This design comes from an exercise in tuning for small area on the open sky130 flow, not from production work. The RTL was checked by simulation tests, not by an equivalence proof against the original design.

==> flow/design.v, too long to show whole: its modules and the start of the top module <==
// module FA: 4 lines
// module HA: 4 lines
// module HAN: 4 lines
// module BPP3: 5 lines
// module BPP2Z: 4 lines
// module BPP2: 4 lines
// module BPP0: 3 lines
// module BPP1: 3 lines
// module MAC0: 819 lines
// module MAC1: 865 lines
// module MAC2: 865 lines
// module MAC3: 935 lines
// module SystolicArray: 141 lines
module SystolicArray(
  input         clock,
  input  [15:0] io_inAct_0,
  input  [15:0] io_inAct_1,
  input  [15:0] io_inAct_2,
  input  [15:0] io_inAct_3,
  input  [15:0] io_inWeight_0,
  input  [15:0] io_inWeight_1,
  input  [15:0] io_inWeight_2,
  input  [15:0] io_inWeight_3,
  output [39:0] io_outSum_0,
  output [39:0] io_outSum_1,
  output [39:0] io_outSum_2,
  output [39:0] io_outSum_3,
  input         io_inwtValid
);
  // ...
==> flow/run.sh <==
#!/bin/bash
# synth_recipe.tcl (not shown) runs the flow's synth.tcl, then flattens the netlist and writes it again
# the make line also repeats each setting of config.mk as NAME=value (left out here)
make -C /OpenROAD-flow-scripts/flow DESIGN_CONFIG=/design/flow/config.mk WORK_HOME=/design/flow/orfs CLKGATE_MAP_FILE= SYNTH_SCRIPT=/design/flow/synth_recipe.tcl finish
==> flow/config.mk <==
export PLATFORM = sky130hd
export DESIGN_NAME = SystolicArray
export DESIGN_NICKNAME = SystolicArray
export VERILOG_FILES = /design/flow/design.v
export SDC_FILE = /design/flow/constraint.sdc
export NUM_CORES = 4
export LEC_CHECK = 0
export CAP_MARGIN = 20
export CORE_MARGIN = 2
export CORE_UTILIZATION = 60
export CTS_BUF_LIST = sky130_fd_sc_hd__clkbuf_4
export CTS_CLUSTER_SIZE = 16
export PLACE_DENSITY = 0.7
export SLEW_MARGIN = 20
export SYNTH_HIERARCHICAL = 1
export SYNTH_MINIMUM_KEEP_SIZE = 0
==> flow/constraint.sdc <==
create_clock -name core_clock -period 10.0 [get_ports {clock}]
set_input_delay 2.0000 -clock core_clock [delete_from_list [all_inputs] [get_ports {clock}]]
set_output_delay 2.0000 -clock core_clock [all_outputs]
set_load 0.01 [all_outputs]
==> run summary, run 1 <==
antenna violations before repair 9; Root Buffer clkbuf_4; pre-CTS WS 1.64 ns; core area 212000 um2; Reg clk slew, reported paths 0.07 ns; top sig layer met5; Reg area 23700 um2; wire per inst 25.6 um; number of global-route vias before repair 94800; Top Family by Delay on Critical Path adder cells; placer congestion estimate 0.956; Final Util 65.4%; most frequent cell after synthesis xnor2_1; hold_buf cts 0; slew margin rel. 25.0%; Hold Crit Class reg -> reg; Synth area leaders fa_1 (35%), xnor2_1 (16%), dfxtp_1 (13%), a22oi_1 (11%), ha_1 (6.4%); layout cells sized above 1 13.6%; status timing/DRC/antenna clean; via/cell ratio 6.40; met2 usage 48.4%; Finished Cell Area 138000 um2; setup TNS 0 ns; Ports 290; crit start category flop; Cell variety after synth 37; drt total wl 359000 um; fraction of area in registers 17.1%; Post-synth top flop dfxtp_1; Syn Std Cell Area 127000 um2; Multi-input gate area 102000 um2; Reg2Reg Capture Point p_3_1[27]$_DFF_P_; setup slack after layout 1.76 ns; Clock Latency Late Sink 1.37 ns; Congestion Overflow GR 0; Die Area 216000 um2
==> run 2: changes to the inputs <==
--- a/flow/config.mk
+++ b/flow/config.mk
@@ -8,8 +8,9 @@
 export CAP_MARGIN = 20
 export CORE_MARGIN = 2
 export CORE_UTILIZATION = 60
-export CTS_BUF_LIST = sky130_fd_sc_hd__clkbuf_4
-export CTS_CLUSTER_SIZE = 16
+export CTS_BUF_LIST = sky130_fd_sc_hd__clkbuf_16
+export CTS_CLUSTER_DIAMETER = 100
+export CTS_CLUSTER_SIZE = 30
 export PLACE_DENSITY = 0.7
 export SLEW_MARGIN = 20
 export SYNTH_HIERARCHICAL = 1
==> run summary, run 2 <==
reg-to-reg startpoint w_3_1[1]$_DFFE_PP_ (unchanged); antenna violations before repair 5 (was 9); Die Span Y 465 um (unchanged); EDFF count, synth 256 (unchanged); number of synthesized register bits 1057 (unchanged); cell taking the most area after synthesis fa_1 (unchanged); Hold Path Origin w_0_3[15]$_DFFE_PP_ (was a_0_1[2]$_DFF_P_); number of global-route vias before repair 92600 (was 94800); placed cells 13500 (unchanged); Layout fillers 16400 (about the same); setup bufs post-CTS 0 (unchanged); Hold Vio Cnt, Final 0 (unchanged); Critical Path RT 10.71 ns (was 11.24 ns); time the worst path needs with I/O delays and setup 8.15 ns (was 8.24 ns); DR pass1 iterations 7 (was 8); wire per inst 26.0 um (was 25.6 um); critical path's slowest cell edfxtp_1 (unchanged); core area 212000 um2 (unchanged); Detail Placement HPWL 264000 um (unchanged); Crit path top cell by count fa_1 (unchanged); Reg2Reg Capture Point p_3_1[27]$_DFF_P_ (unchanged); Seq/Total Area, Yosys 18.6% (unchanged); Hold EP w_1_3[15]$_DFFE_PP_ (was a_0_2[2]$_DFF_P_); Detail Route Antenna Nets 0 (unchanged); FMAX 123 MHz (was 121 MHz); pre-CTS WS 1.64 ns (unchanged); Post-CTS Resized 0 (unchanged); global-route wire length before repair 555000 um (was 562000 um); Synth area leaders fa_1 (35%), xnor2_1 (16%), dfxtp_1 (13%), a22oi_1 (11%), ha_1 (6.4%) (unchanged); setup slack after layout 1.85 ns (was 1.76 ns); Setup Skew 0.0811 ns (was 0.113 ns); cells on worst reg2reg path 20 (unchanged); placer congestion estimate 0.956 (unchanged); Post-synth top flop dfxtp_1 (unchanged); Sink Count 1057 (unchanged); worst hold stages 0 (was 1); RSZ-0062 raised after global routing no (unchanged); crit path DAT 8.86 ns (was 9.48 ns); via/cell ratio 6.48 (was 6.40); largest net degree at the start of global routing 97 (unchanged); crit start category flop (unchanged); WS Path Type reg -> reg (unchanged); number of DRC markers in iteration 0 9835 (was 9916); Die Area 216000 um2 (unchanged); reg-to-reg slack, setup 1.85 ns (was 1.76 ns); worst stage delay on the critical path 1.07 ns (was 1.06 ns); Cell variety after synth 37 (unchanged); port bufs 289 (unchanged); layout cells sized above 1 10.8% (was 13.6%); status timing/DRC/antenna clean (unchanged); Hold Crit Class reg -> reg (unchanged); Top Family by Delay on Critical Path adder cells (unchanged); Mapped Avg Cell Area 12.3 um2 (unchanged); Root Buffer clkbuf_16 (was clkbuf_4); max-cap violations 0 (unchanged); drt total wl 355000 um (was 359000 um); non-filler cells, final 13600 (was 14000); hold_buf cts 0 (unchanged); share of the synthesized area in the top cell type 35.1% (unchanged); Pins Over Slew Limit 0 (unchanged); # H-tree levels 2 (was 5); Initial Utilization 60.2% (unchanged); slew margin rel. 24.4% (was 25.0%); Hold Slack 0.551 ns (was 0.468 ns); Slew @ Worst Pin 1.13 ns (was 1.12 ns); most frequent cell after synthesis xnor2_1 (unchanged); TritonCTS Buffers 61 (was 305); # nets final 13800 (was 14000); Max Root-Sink Buffers 3 (was 4); commonest non-fill, non-tap cells in the layout xnor2_1 (2256), fa_1 (2236), a22oi_1 (1792) (unchanged); setup TNS 0 ns (unchanged); Area Overhead vs Synth 7.40% (was 8.62%); Worst Path Buf+Inv 0 (unchanged); most common cell after layout, fill and taps aside xnor2_1 (unchanged); FP Rows 169 (unchanged); Reg clk slew, reported paths 0.11 ns (was 0.07 ns); Syn Std Cell Area 127000 um2 (unchanged); Clock Latency Late Sink 0.83 ns (was 1.37 ns); Ys Warns 7 (unchanged); Post-synth ARST share 0% (unchanged); most frequent cells after synthesis xnor2_1 (2256), fa_1 (2236), a22oi_1 (1792), dfxtp_1 (801), ha_1 (648) (unchanged); Total GRT Usage 32.7% (was 33.2%); CTS tree done (unchanged); Syn Inst Count 10400 (unchanged); Crit. End Element flop (unchanged); Ports 290 (unchanged); Congestion Overflow GR 0 (unchanged); ratio of final minimum period to clock period 81.5% (was 82.4%); # DRC 0 (unchanged); cell-by-cell trace of the critical path nor2b_1, a22oi_2, xnor2_1, ha_1, fa_1, fa_1, fa_1, fa_1, fa_1, fa_1, fa_1, fa_1, fa_1, fa_1, fa_1, nand4_2, o21bai_2, a31o_2, ha_1, xor2_1 (unchanged); worst-path fanout max 23 (unchanged); Via Count 88300 (was 89900); Final setup viols 0 (unchanged); die width 465 um (unchanged)
[run 2: worst max path at each step]
stage	cells after the start	start	slack, ns	endpoint
2_1_floorplan	20	validReg$_DFF_P_	1.44	p_3_0[24]$_DFF_P_
3_3_place_gp	18	io_inWeight_0[1]	1.74	p_0_0[27]$_DFF_P_
3_5_place_dp	18	io_inWeight_2[1]	1.64	p_0_2[27]$_DFF_P_
4_1_cts	20	w_3_1[1]$_DFFE_PP_	1.93	p_3_1[27]$_DFF_P_
5_1_grt	19	w_3_1[1]$_DFFE_PP_	1.50	p_3_1[27]$_DFF_P_
6_report	20	w_3_1[1]$_DFFE_PP_	1.85	p_3_1[27]$_DFF_P_
[run 2: per-layer routing]
layer	GRT usage, %	up-vias	share of wire, %
met5	0	-	0
met2	47.9	4963	43
met1	49.1	45400	43
li1	-	37400	-
met4	6.57	0	1.8
met3	8.51	497	12
[run 2: modules after synthesis, one instance, submodules excluded, a selection]
module / cells inside / copies in the design
MAC0: 99 / 4
SystolicArray: 1236 / 1
HA: 1 / 488
MAC3: 144 / 4
FA: 1 / 2236
MAC1: 135 / 4
[run 2: metrics by stage]
stage / cell area (um2) / util [%]
6_report: 137000 / 64.7
5_1_grt: 137000 / 64.7
4_1_cts: 137000 / 64.6
3_5_place_dp: 134000 / 63.5
3_3_place_gp: 134000 / 63.5
2_1_floorplan: 128000 / -
[run 2: logic make-up after synthesis]
logic type	count (synthesis)	synth area share [%]
simple gates	1028	4.80
buf+inv	367	1.82
xor+xnor	2480	17.1
other cells	12	0.0353
mux	324	2.97
flops	1057	18.6
fa+ha+maj	2884	41.5
compound gates	2212	13.1
[run 2: final cells by class]
class | count | area (um2) | area share, %
timing repair buffer | 584 | 5150 | 3.76
inverter | 68 | 255 | 0.186
multi-input combinational | 8972 | 102000 | 74.4
tap | 2821 | 3530 | 2.58
sequential | 1057 | 23700 | 17.3
clock buffer | 63 | 1580 | 1.15
clock inverter | 53 | 798 | 0.583
antenna | 6 | 15.0 | 0.0110
==> run 3: changes to the inputs <==
==> flow/flow/run.sh (new file) <==
#!/bin/bash
set -euo pipefail
bash standard.sh "BUFFER_PORTS_ARGS=-buffer_cell sky130_fd_sc_hd__buf_1" finish > standard_make.log 2>&1
==> flow/standard.sh (new file) <==
#!/bin/bash
# synth_recipe.tcl (not shown) runs the flow's synth.tcl, then flattens the netlist and writes it again
# the make line also repeats each setting of config.mk as NAME=value (left out here)
make -C /OpenROAD-flow-scripts/flow DESIGN_CONFIG=/design/flow/config.mk WORK_HOME=/design/flow/orfs CLKGATE_MAP_FILE= SYNTH_SCRIPT=/design/flow/synth_recipe.tcl "${@:-finish}"
removed: flow/run.sh
==> run summary, run 3 <==
status timing/DRC/antenna clean (unchanged); Die Span Y 465 um (unchanged); cell taking the most area after synthesis fa_1 (unchanged); # nets final 13800 (about the same); layout cells sized above 1 10.9% (was 10.8%); Root Buffer clkbuf_16 (unchanged); Detail Route Antenna Nets 0 (unchanged); hold_buf cts 0 (unchanged); max-cap violations 0 (unchanged); most frequent cells after synthesis xnor2_1 (2256), fa_1 (2236), a22oi_1 (1792), dfxtp_1 (801), ha_1 (648) (unchanged); cell-by-cell trace of the critical path buf_4, mux2_2, fa_1, fa_1, fa_1, fa_1, ha_1, fa_1, fa_1, fa_1, fa_1, fa_1, fa_1, nand4_1, o21bai_2, and3_1, and4_4, xor2_2 (was nor2b_1, a22oi_2, xnor2_1, ha_1, fa_1, fa_1, fa_1, fa_1, fa_1, fa_1, fa_1, fa_1, fa_1, fa_1, fa_1, nand4_2, o21bai_2, a31o_2, ha_1, xor2_1); setup TNS 0 ns (unchanged); critical path's slowest cell dfxtp_4 (was edfxtp_1); Total GRT Usage 32.5% (was 32.7%); crit path DAT 8.88 ns (was 8.86 ns); Congestion Overflow GR 0 (unchanged); crit start category flop (unchanged); Detail Placement HPWL 263000 um (was 264000 um); worst stage delay on the critical path 1.05 ns (was 1.07 ns); EDFF count, synth 256 (unchanged); Reg2Reg Capture Point p_3_3[24]$_DFF_P_ (was p_3_1[27]$_DFF_P_); Hold Vio Cnt, Final 0 (unchanged); most common cell after layout, fill and taps aside xnor2_1 (unchanged); Hold Slack 0.558 ns (was 0.551 ns); slew margin rel. 26.5% (was 24.4%); time the worst path needs with I/O delays and setup 8.15 ns (about the same); DR pass1 iterations 15 (was 7); die width 465 um (unchanged); Setup Skew 0.0555 ns (was 0.0811 ns); Area Overhead vs Synth 6.02% (was 7.40%); # DRC 0 (unchanged); # H-tree levels 2 (unchanged); crit path to p_3_3[24]$_DFF_P_ (was p_3_1[27]$_DFF_P_); Post-synth ARST share 0% (unchanged); most frequent cell after synthesis xnor2_1 (unchanged); Critical Path Source validReg$_DFF_P_ (was w_3_1[1]$_DFFE_PP_); Slew @ Worst Pin 1.10 ns (was 1.13 ns); Die Area 216000 um2 (unchanged); Post-CTS Resized 0 (unchanged); Critical Path RT 10.73 ns (was 10.71 ns); Crit. End Element flop (unchanged); Pins Over Slew Limit 0 (unchanged); port bufs 289 (unchanged); WS Path Type reg -> reg (unchanged); drt total wl 354000 um (was 355000 um); Worst Path Buf+Inv 1 (was 0); Via Count 88300 (about the same); TritonCTS Buffers 60 (was 61); commonest non-fill, non-tap cells in the layout xnor2_1 (2256), fa_1 (2236), a22oi_1 (1792) (unchanged); number of synthesized register bits 1057 (unchanged); Crit path top cell by count fa_1 (unchanged); Synth area leaders fa_1 (35%), xnor2_1 (16%), dfxtp_1 (13%), a22oi_1 (11%), ha_1 (6.4%) (unchanged); Syn Inst Count 10400 (unchanged); number of DRC markers in iteration 0 10400 (was 9835); Sink Count 1057 (unchanged); placer congestion estimate 0.975 (was 0.956); cells on worst reg2reg path 18 (was 20); global-route wire length before repair 550000 um (was 555000 um); Reg area 23700 um2 (unchanged); FP Rows 169 (unchanged); critical path depth 18 (was 20); reg-to-reg slack, setup 1.85 ns (about the same); core area 212000 um2 (unchanged); share of the synthesized area in the top cell type 35.1% (unchanged); Cell variety after synth 37 (unchanged); CTS tree done (unchanged); Post-synth top flop dfxtp_1 (unchanged); Seq/Total Area, Yosys 18.6% (unchanged); RSZ-0062 raised after global routing no (unchanged); Top Family by Delay on Critical Path adder cells (unchanged); Multi-input gate area 102000 um2 (about the same); Layout fillers 16500 (was 16400); Ports 290 (unchanged); Initial Utilization 60.2% (unchanged); Hold Crit Class reg -> reg (unchanged); Ys Warns 7 (unchanged); Final setup viols 0 (unchanged); antenna violations before repair 7 (was 5); Clock Latency Late Sink 0.81 ns (was 0.83 ns); via/cell ratio 6.48 (about the same); wire per inst 26.0 um (about the same); reg-to-reg startpoint validReg$_DFF_P_ (was w_3_1[1]$_DFFE_PP_); Mapped Avg Cell Area 12.3 um2 (unchanged); ratio of final minimum period to clock period 81.5% (about the same); number of global-route vias before repair 91000 (was 92600); setup bufs post-CTS 0 (unchanged); Syn Std Cell Area 127000 um2 (unchanged); Max Root-Sink Buffers 3 (unchanged); FMAX 123 MHz (about the same); worst-path fanout max 72 (was 23); largest net degree at the start of global routing 100 (was 97); Reg clk slew, reported paths 0.10 ns (was 0.11 ns)
-- run 3: cell counts after synthesis --
Identical to the previous run, type by type.
-- run 3: worst min-delay path by stage --
stage | from | to | cells past startpoint
after floorplan | w_0_0[15]$_DFFE_PP_ | w_1_0[15]$_DFFE_PP_ | 0
after global placement | w_0_3[10]$_DFFE_PP_ | w_1_3[10]$_DFFE_PP_ | 0
after detailed placement | w_0_3[14]$_DFFE_PP_ | w_1_3[14]$_DFFE_PP_ | 0
after CTS | a_3_1[12]$_DFF_P_ | a_3_2[12]$_DFF_P_ | 1
after global routing | a_3_1[12]$_DFF_P_ | a_3_2[12]$_DFF_P_ | 1
final | w_0_3[12]$_DFFE_PP_ | w_1_3[12]$_DFFE_PP_ | 0
-- run 3: layout make-up --
| type | count | share of cell area, % |
|---|---|---|
| antenna | 4 | 0.00741 |
| sequential | 1057 | 17.6 |
| clock inverter | 51 | 0.570 |
| inverter | 68 | 0.189 |
| tap | 2821 | 2.61 |
| multi-input combinational | 8972 | 75.4 |
| clock buffer | 63 | 1.17 |
| timing repair buffer | 592 | 2.53 |
-- run 3: logic make-up after synthesis --
kind of cell    share of synthesized area, %
compound gates                          13.1
xor+xnor                                17.1
fa+ha+maj                               41.5
buf+inv                                 1.82
flops                                   18.6
mux                                     2.97
other cells                           0.0353
simple gates                            4.80
-- run 3: Yosys stat by module, one instance, submodules excluded --
| module | cells | flops+latches | area (um2) |
|---|---|---|---|
| FA | 1 | 0 | 20.0 |
| HA | 1 | 0 | 12.5 |
| MAC1 | 135 | 0 | 1050 |
| BPP2Z | 4 | 0 | 33.8 |
| MAC2 | 135 | 0 | 1050 |
| BPP2 | 4 | 0 | 32.5 |
| SystolicArray | 1236 | 1057 | 25700 |
| MAC3 | 144 | 0 | 1080 |
| BPP3 | 6 | 0 | 46.3 |
| MAC0 | 99 | 0 | 734 |
-- run 3: routing by layer --
metal	up-vias	global-route usage (%)	routed length, um
li1	37400	-	-
met1	45400	49.6	153000
met2	4944	47.0	151000
met3	547	8.08	42200
met4	4	6.50	7130
met5	-	0	27
-- run 3: through the flow --
stage	instance area (um2)	setup slack [ns]	utilization (%)	std cells
global placement	133000	1.95	62.7	13500
detailed placement	133000	1.87	62.7	13500
floorplan	128000	1.44	-	10400
finish	135000	1.85	63.8	13600
global route	135000	1.50	63.8	13600
CTS	135000	1.81	63.8	13600
==> run 4: changes to the inputs <==
==> flow/run.sh (new file) <==
#!/bin/bash
# synth_recipe.tcl (not shown) runs the flow's synth.tcl, then flattens the netlist and writes it again
# the make line also repeats each setting of config.mk as NAME=value (left out here)
make -C /OpenROAD-flow-scripts/flow DESIGN_CONFIG=/design/flow/config.mk WORK_HOME=/design/flow/orfs CLKGATE_MAP_FILE= SYNTH_SCRIPT=/design/flow/synth_recipe.tcl finish
==> flow/config.mk (replaced) <==
export PLATFORM = sky130hd
export DESIGN_NAME = SystolicArray
export DESIGN_NICKNAME = SystolicArray
export VERILOG_FILES = /design/flow/design.v
export SDC_FILE = /design/flow/constraint.sdc
export NUM_CORES = 4
export LEC_CHECK = 0
export CAP_MARGIN = 10
export CORE_MARGIN = 2
export CORE_UTILIZATION = 60
export CTS_BUF_LIST = sky130_fd_sc_hd__clkbuf_4 sky130_fd_sc_hd__clkbuf_8
export CTS_CLUSTER_SIZE = 24
export PLACE_DENSITY = 0.7
export SLEW_MARGIN = 10
export SYNTH_HIERARCHICAL = 1
export SYNTH_MINIMUM_KEEP_SIZE = 0
removed: flow/flow/run.sh
removed: flow/standard.sh
==> run summary, run 4 <==
Initial Utilization 60.2% (unchanged); time the worst path needs with I/O delays and setup 8.18 ns (was 8.15 ns); Seq/Total Area, Yosys 18.6% (unchanged); Multi-input gate area 102000 um2 (about the same); share of the synthesized area in the top cell type 35.1% (unchanged); Hold Vio Cnt, Final 0 (unchanged); Syn Inst Count 10400 (unchanged); Hold Slack 0.538 ns (was 0.558 ns); Ports 290 (unchanged); crit start category flop (unchanged); Crit. End Element flop (unchanged); Synth area leaders fa_1 (35%), xnor2_1 (16%), dfxtp_1 (13%), a22oi_1 (11%), ha_1 (6.4%) (unchanged); # H-tree levels 4 (was 2); most common cell after layout, fill and taps aside xnor2_1 (unchanged); crit path DAT 9.06 ns (was 8.88 ns); Setup Skew 0.0818 ns (was 0.0555 ns); pre-CTS WS 1.66 ns (was 1.87 ns); DR pass1 iterations 8 (was 15); Detail Placement HPWL 264000 um (was 263000 um); setup slack after layout 1.82 ns (was 1.85 ns); Reg area 23700 um2 (unchanged); port bufs 289 (unchanged); drt total wl 357000 um (was 354000 um); via/cell ratio 6.43 (was 6.48); FP Rows 169 (unchanged); CTS tree done (unchanged); Via Count 89000 (was 88300); WS Path Type reg -> reg (unchanged); global-route wire length before repair 559000 um (was 550000 um); Cell variety after synth 37 (unchanged); Hold Path Origin w_0_0[14]$_DFFE_PP_ (was w_0_3[12]$_DFFE_PP_); RSZ-0062 raised after global routing no (unchanged); layout cells sized above 1 12.6% (was 10.9%); Reg clk slew, reported paths 0.06 ns (was 0.10 ns); Clock Latency Late Sink 0.99 ns (was 0.81 ns); Post-CTS Resized 0 (unchanged); Critical Path Source w_3_1[1]$_DFFE_PP_ (was validReg$_DFF_P_); Slew @ Worst Pin 1.26 ns (was 1.10 ns); Crit path top cell by count fa_1 (unchanged); Layout fillers 16100 (was 16500); Critical Path RT 10.88 ns (was 10.73 ns); # nets final 13900 (was 13800); largest net degree at the start of global routing 97 (was 100); hold_buf cts 0 (unchanged); die width 465 um (unchanged); Pins Over Slew Limit 0 (unchanged); number of global-route vias before repair 93500 (was 91000); most frequent cell after synthesis xnor2_1 (unchanged); most frequent cells after synthesis xnor2_1 (2256), fa_1 (2236), a22oi_1 (1792), dfxtp_1 (801), ha_1 (648) (unchanged); Placed Area 134000 um2 (was 133000 um2); Hold Crit Class reg -> reg (unchanged); Die Span Y 465 um (unchanged); reg-to-reg startpoint w_3_1[1]$_DFFE_PP_ (was validReg$_DFF_P_); Max Root-Sink Buffers 3 (unchanged); Congestion Overflow GR 0 (unchanged); Detail Route Antenna Nets 0 (unchanged); antenna violations before repair 5 (was 7); status timing/DRC/antenna clean (unchanged); # DRC 0 (unchanged); Final setup viols 0 (unchanged); Root Buffer clkbuf_8 (was clkbuf_16); max-cap violations 0 (unchanged); setup bufs post-CTS 0 (unchanged); slew margin rel. 15.7% (was 26.5%); Die Area 216000 um2 (unchanged); wire per inst 25.8 um (was 26.0 um); Sink Count 1057 (unchanged); core area 212000 um2 (unchanged); number of DRC markers in iteration 0 10300 (was 10400); critical path's slowest cell edfxtp_1 (was dfxtp_4); worst stage delay on the critical path 1.06 ns (was 1.05 ns); Finished Cell Area 139000 um2 (was 135000 um2); worst-path fanout max 23 (was 72); cell-by-cell trace of the critical path nor2b_1, a22oi_2, xnor2_1, ha_1, fa_1, fa_1, fa_1, fa_1, fa_1, fa_1, fa_1, fa_1, fa_1, fa_1, fa_1, nand4_2, o21bai_2, a31o_2, ha_1, xor2_1 (was buf_4, mux2_2, fa_1, fa_1, fa_1, fa_1, ha_1, fa_1, fa_1, fa_1, fa_1, fa_1, fa_1, nand4_1, o21bai_2, and3_1, and4_4, xor2_2); Ys Warns 7 (unchanged); placer congestion estimate 0.956 (was 0.975); FMAX 122 MHz (was 123 MHz); TritonCTS Buffers 186 (was 60); setup TNS 0 ns (unchanged); Post-synth top flop dfxtp_1 (unchanged); number of synthesized register bits 1057 (unchanged); Post-synth ARST share 0% (unchanged); Mapped Avg Cell Area 12.3 um2 (unchanged); cell taking the most area after synthesis fa_1 (unchanged); EDFF count, synth 256 (unchanged); Syn Std Cell Area 127000 um2 (unchanged); commonest non-fill, non-tap cells in the layout xnor2_1 (2256), fa_1 (2236), a22oi_1 (1792) (unchanged); Area Overhead vs Synth 8.98% (was 6.02%); Total GRT Usage 33.1% (was 32.5%); ratio of final minimum period to clock period 81.8% (was 81.5%)
-- run 4: per-stage QoR --
stage / util (%) / std cells
after floorplan: - / 10400
after global placement: 63.5 / 13500
after detailed placement: 63.5 / 13500
after CTS: 65.6 / 13800
after global routing: 65.6 / 13800
final: 65.6 / 13900
-- run 4: final timing paths --
kind                         end  slack, ns  cells after the start
max reg2reg    p_3_1[27]$_DFF_P_       1.82                     20
min          w_1_0[14]$_DFFE_PP_       0.54                      0
max            p_3_1[27]$_DFF_P_       1.82                     20
min reg2reg  w_1_0[14]$_DFFE_PP_       0.54                      0
-- run 4: cells by family after synthesis --
group,after synthesis,synth area share (%)
simple gates,1028,4.80
mux,324,2.97
fa+ha+maj,2884,41.5
compound gates,2212,13.1
xor+xnor,2480,17.1
flops,1057,18.6
buf+inv,367,1.82
other cells,12,0.0353
-- run 4: final cells by class --
cell class,count,area share [%]
well taps,2821,2.54
inverters,68,0.184
repair buffers,583,3.70
diodes,3,0.00541
clock buffers,268,2.43
clock inverters,78,0.756
flip-flops and latches,1057,17.1
multi-input cells,8972,73.3
-- run 4: per-layer routing --
metal  routed length, um  vias to the layer above  GRT usage [%]  part of all wire [%]
met5                  34                        -              0                0.0095
li1                    -                    37700              -                     -
met1              153000                    45600           49.7                    43
met2              154000                     5116           47.9                    43
met3               43400                      615           8.71                    12
met4                7290                        4           7.71                   2.0
-- run 4: critical path, delay by kind of cell (launching register included) --
family,cells,cell delay (ns)
xor gates and xnor gates,2,0.34
and+or+nand+nor,2,1.09
DFF,1,1.06
AOI/OAI and AO/OA,3,0.48
adders and majority gates,13,5.09
-- run 4: Yosys stat by module (local to each module, per instance), excerpt --
module,cells,flip-flops and latches,times used
SystolicArray,1236,1057,1
MAC1,135,0,4
MAC0,99,0,4
FA,1,0,2236
BPP2Z,4,0,128
BPP3,6,0,128
HA,1,0,488
==> run 5: changes to the inputs <==
==> flow/flow/run.sh (new file) <==
#!/bin/bash
set -euo pipefail
CTS="-sink_clustering_enable -repair_clock_nets -sink_clustering_size 30 -sink_clustering_max_diameter 100"
CTS="$CTS -buf_list sky130_fd_sc_hd__clkbuf_16 -dont_use_dummy_load"
bash standard.sh "BUFFER_PORTS_ARGS=-buffer_cell sky130_fd_sc_hd__buf_1" "CTS_ARGS=$CTS" finish > standard_make.log 2>&1
==> flow/standard.sh (new file) <==
#!/bin/bash
# synth_recipe.tcl (not shown) runs the flow's synth.tcl, then flattens the netlist and writes it again
# the make line also repeats each setting of config.mk as NAME=value (left out here)
make -C /OpenROAD-flow-scripts/flow DESIGN_CONFIG=/design/flow/config.mk WORK_HOME=/design/flow/orfs CLKGATE_MAP_FILE= SYNTH_SCRIPT=/design/flow/synth_recipe.tcl "${@:-finish}"
==> flow/config.mk (replaced) <==
export PLATFORM = sky130hd
export DESIGN_NAME = SystolicArray
export DESIGN_NICKNAME = SystolicArray
export VERILOG_FILES = /design/flow/design.v
export SDC_FILE = /design/flow/constraint.sdc
export NUM_CORES = 4
export LEC_CHECK = 0
export CAP_MARGIN = 20
export CORE_MARGIN = 2
export CORE_UTILIZATION = 60
export CTS_BUF_LIST = sky130_fd_sc_hd__clkbuf_16
export CTS_CLUSTER_DIAMETER = 100
export CTS_CLUSTER_SIZE = 30
export PLACE_DENSITY = 0.7
export SLEW_MARGIN = 20
export SYNTH_HIERARCHICAL = 1
export SYNTH_MINIMUM_KEEP_SIZE = 0
removed: flow/run.sh
==> run summary, run 5 <==
Hold Vio Cnt, Final 0 (unchanged); Detail Placement HPWL 263000 um (was 264000 um); Total GRT Usage 32.5% (was 33.1%); Mapped Avg Cell Area 12.3 um2 (unchanged); via/cell ratio 6.50 (was 6.43); non-filler cells, final 13600 (was 13900); complex-gate fraction of the synthesized area 13.1% (unchanged); Top Family by Delay on Critical Path adder cells (unchanged); Pins Over Slew Limit 0 (unchanged); Clock Latency Late Sink 0.79 ns (was 0.99 ns); # nets final 13800 (was 13900); die width 465 um (unchanged); Via Count 88200 (was 89000); wire per inst 26.0 um (was 25.8 um); largest family of logic cells by synthesized area adder cells (unchanged); Post-synth top flop dfxtp_1 (unchanged); core area 212000 um2 (unchanged); EDFF count, synth 256 (unchanged); cells on worst reg2reg path 18 (was 20); status timing/DRC/antenna clean (unchanged); placed cells 13500 (about the same); most frequent cells after synthesis xnor2_1 (2256), fa_1 (2236), a22oi_1 (1792), dfxtp_1 (801), ha_1 (648) (unchanged); Ys Warns 7 (unchanged); global-route wire length before repair 549000 um (was 559000 um); critical path's slowest cell dfxtp_4 (was edfxtp_1); hold_buf cts 0 (unchanged); # DRC 0 (unchanged); Detail Route Antenna Nets 0 (unchanged); worst hold stages 1 (was 0); Max Root-Sink Buffers 3 (unchanged); layout cells sized above 1 10.5% (was 12.6%); Syn Inst Count 10400 (unchanged); # H-tree levels 2 (was 4); drt total wl 354000 um (was 357000 um); commonest non-fill, non-tap cells in the layout xnor2_1 (2256), fa_1 (2236), a22oi_1 (1792) (unchanged); Post-CTS Resized 0 (unchanged); Reg2Reg Capture Point p_3_3[30]$_DFF_P_ (was p_3_1[27]$_DFF_P_); number of synthesized register bits 1057 (unchanged); Reg clk slew, reported paths 0.10 ns (was 0.06 ns); Die Span Y 465 um (unchanged); slew margin rel. 26.3% (was 15.7%); reg-to-reg startpoint validReg$_DFF_P_ (was w_3_1[1]$_DFFE_PP_); reg-to-reg slack, setup 1.85 ns (was 1.82 ns); Critical Path RT 10.60 ns (was 10.88 ns); worst-path fanout max 72 (was 23); max-cap violations 0 (unchanged); DR pass1 iterations 6 (was 8); Seq/Total Area, Yosys 18.6% (unchanged); FMAX 123 MHz (was 122 MHz); crit path DAT 8.76 ns (was 9.06 ns); time the worst path needs with I/O delays and setup 8.15 ns (was 8.18 ns); FP Rows 169 (unchanged); Crit path top cell by count fa_1 (unchanged); Syn Std Cell Area 127000 um2 (unchanged); crit start category flop (unchanged); Sink Count 1057 (unchanged); worst stage delay on the critical path 1.05 ns (was 1.06 ns); Ports 290 (unchanged); Congestion Overflow GR 0 (unchanged); ratio of final minimum period to clock period 81.5% (was 81.8%); Synth Area in Adders 41.5% (unchanged); Critical Path Source validReg$_DFF_P_ (was w_3_1[1]$_DFFE_PP_); Synth area leaders fa_1 (35%), xnor2_1 (16%), dfxtp_1 (13%), a22oi_1 (11%), ha_1 (6.4%) (unchanged); Hold Crit Class reg -> reg (unchanged); setup TNS 0 ns (unchanged); cell taking the most area after synthesis fa_1 (unchanged); crit path to p_3_3[30]$_DFF_P_ (was p_3_1[27]$_DFF_P_); number of DRC markers in iteration 0 10600 (was 10300); number of global-route vias before repair 90700 (was 93500); share of the synthesized area in the top cell type 35.1% (unchanged); setup bufs post-CTS 0 (unchanged); CTS tree done (unchanged); cell-by-cell trace of the critical path buf_4, mux2_2, fa_1, fa_1, fa_1, fa_1, ha_1, fa_1, fa_1, fa_1, fa_1, fa_1, fa_1, nand4_1, o21bai_2, a31o_2, nand4_1, xnor2_1 (was nor2b_1, a22oi_2, xnor2_1, ha_1, fa_1, fa_1, fa_1, fa_1, fa_1, fa_1, fa_1, fa_1, fa_1, fa_1, fa_1, nand4_2, o21bai_2, a31o_2, ha_1, xor2_1); TritonCTS Buffers 60 (was 186); Initial Utilization 60.2% (unchanged); port bufs 289 (unchanged); Post-synth ARST share 0% (unchanged); Root Buffer clkbuf_16 (was clkbuf_8); WS Path Type reg -> reg (unchanged); largest net degree at the start of global routing 100 (was 97); Post-Synth XOR/XNOR Area 17.1% (unchanged); most common cell after layout, fill and taps aside xnor2_1 (unchanged); Die Area 216000 um2 (unchanged); critical path depth 18 (was 20); Cell variety after synth 37 (unchanged); Final setup viols 0 (unchanged); Setup Skew 0.0836 ns (was 0.0818 ns); placer congestion estimate 0.975 (was 0.956); RSZ-0062 raised after global routing no (unchanged); Area Overhead vs Synth 5.35% (was 8.98%); Crit. End Element flop (unchanged); Slew @ Worst Pin 1.10 ns (was 1.26 ns); most frequent cell after synthesis xnor2_1 (unchanged); Worst Path Buf+Inv 1 (was 0); antenna violations before repair 5 (unchanged); post-synthesis mux area share 2.97% (unchanged); post-synthesis simple-gate area fraction 4.80% (unchanged)
[run 5: changes by cell type in the layout (fill, tap and decap cells not counted), moves of 12 or more]
cell,previous run,this run
buf_1,0,289
bufinv_16,22,0
o21ai_0,211,199
clkbuf_8,217,0
clkbuf_4,51,0
clkdlybuf4s50_1,289,0
o21ai_1,28,41
clkinv_2,21,0
clkbuf_16,0,60
clkinv_1,12,0
[run 5: layout make-up]
class | instances | area, um2
fillers | 16600 | 77400
clock buffers | 60 | 1500
repair buffers | 592 | 3420
multi-input cells | 8972 | 102000
well taps | 2821 | 3530
diodes | 4 | 10.0
flip-flops and latches | 1057 | 23700
inverters | 68 | 255
[run 5: cells by family after synthesis]
family	count (synthesis)
simple gates	1028
xor+xnor	2480
fa+ha+maj	2884
compound gates	2212
mux	324
buf+inv	367
flops	1057
other cells	12
[run 5: worst min-delay path by stage]
stage                                to                 from  slack (ns)
global placement    w_1_3[10]$_DFFE_PP_  w_0_3[10]$_DFFE_PP_        0.52
global route          a_3_2[12]$_DFF_P_    a_3_1[12]$_DFF_P_        0.52
CTS                   a_3_2[12]$_DFF_P_    a_3_1[12]$_DFF_P_        0.50
detailed placement  w_1_3[14]$_DFFE_PP_  w_0_3[14]$_DFFE_PP_        0.52
finish                a_3_2[12]$_DFF_P_    a_3_1[12]$_DFF_P_        0.51
floorplan           w_1_0[15]$_DFFE_PP_  w_0_0[15]$_DFFE_PP_        0.48
[run 5: metal layers]
| metal | vias to the layer above | wire length (um) | track usage [%] |
|---|---|---|---|
| li1 | 37300 | - | - |
| met1 | 45400 | 154000 | 49.7 |
| met2 | 5015 | 151000 | 47.0 |
| met3 | 525 | 42000 | 7.94 |
| met4 | 2 | 7120 | 6.39 |
| met5 | - | 13 | 0 |
[run 5: Yosys stat by module, one instance, submodules excluded]
module | cells inside | cell area (um2) | flops+latches
BPP2 | 4 | 32.5 | 0
BPP2Z | 4 | 33.8 | 0
BPP3 | 6 | 46.3 | 0
FA | 1 | 20.0 | 0
HA | 1 | 12.5 | 0
MAC0 | 99 | 734 | 0
MAC1 | 135 | 1050 | 0
MAC2 | 135 | 1050 | 0
MAC3 | 144 | 1080 | 0
SystolicArray | 1236 | 25700 | 1057
[run 5: metrics by stage]
stage | cell area, um2 | worst slack (ns) | hold WS, ns | utilization, %
finish | 134000 | 1.85 | 0.511 | 63.4
global route | 134000 | 1.52 | 0.517 | 63.4
CTS | 134000 | 1.79 | 0.501 | 63.4
detailed placement | 133000 | 1.87 | 0.524 | 62.7
global placement | 133000 | 1.95 | 0.523 | 62.7
floorplan | 128000 | 1.44 | 0.480 | -

-- afterwards: timing with drivers on the ports --
The results above use ideal ports. As a check the final layouts listed here were re-extracted and re-timed, cells and wires unchanged. Step 1 sets driving cells, clkbuf_16 on the clock port and buf_2 on the other inputs (assumed; they add their load-dependent delay and slew). Step 2 adds t to the input delays and takes it off the output delays; t is the mean of the earliest and latest rising clock arrival at the registers after step 1. Input paths then give back, and output paths get back, about the clock's delay inside the block. Three values: no drivers, after step 1, after step 2; two values: the first two.
| run | t, ns | setup WS [ns] | worst hold slack (ns) | slew at the worst register clock pin (ns) | worst data-port slew with drivers (ns) |
|---|---|---|---|---|---|
| run 1 | 1.416 | 1.762 / 1.762 / 1.623 | 0.468 / 0.468 / 0.468 | 0.10 / 0.10 | 0.05 |
| run 2 | 0.879 | 1.848 / 1.848 / 1.620 | 0.551 / 0.551 / 0.551 | 0.12 / 0.12 | 0.05 |
| run 3 | 0.871 | 1.850 / 1.850 / 1.850 | 0.558 / 0.558 / 0.558 | 0.12 / 0.12 | 0.04 |
| run 4 | 1.043 | 1.824 / 1.824 / 1.637 | 0.538 / 0.538 / 0.538 | 0.08 / 0.08 | 0.04 |
| run 5 | 0.838 | 1.847 / 1.847 / 1.847 | 0.511 / 0.511 / 0.511 | 0.11 / 0.11 | 0.04 |
After both steps setup and hold are still met in every run listed. The setup slack of run 2, which loses most, moves by 0.000 ns with the drivers and by -0.228 ns with both steps.
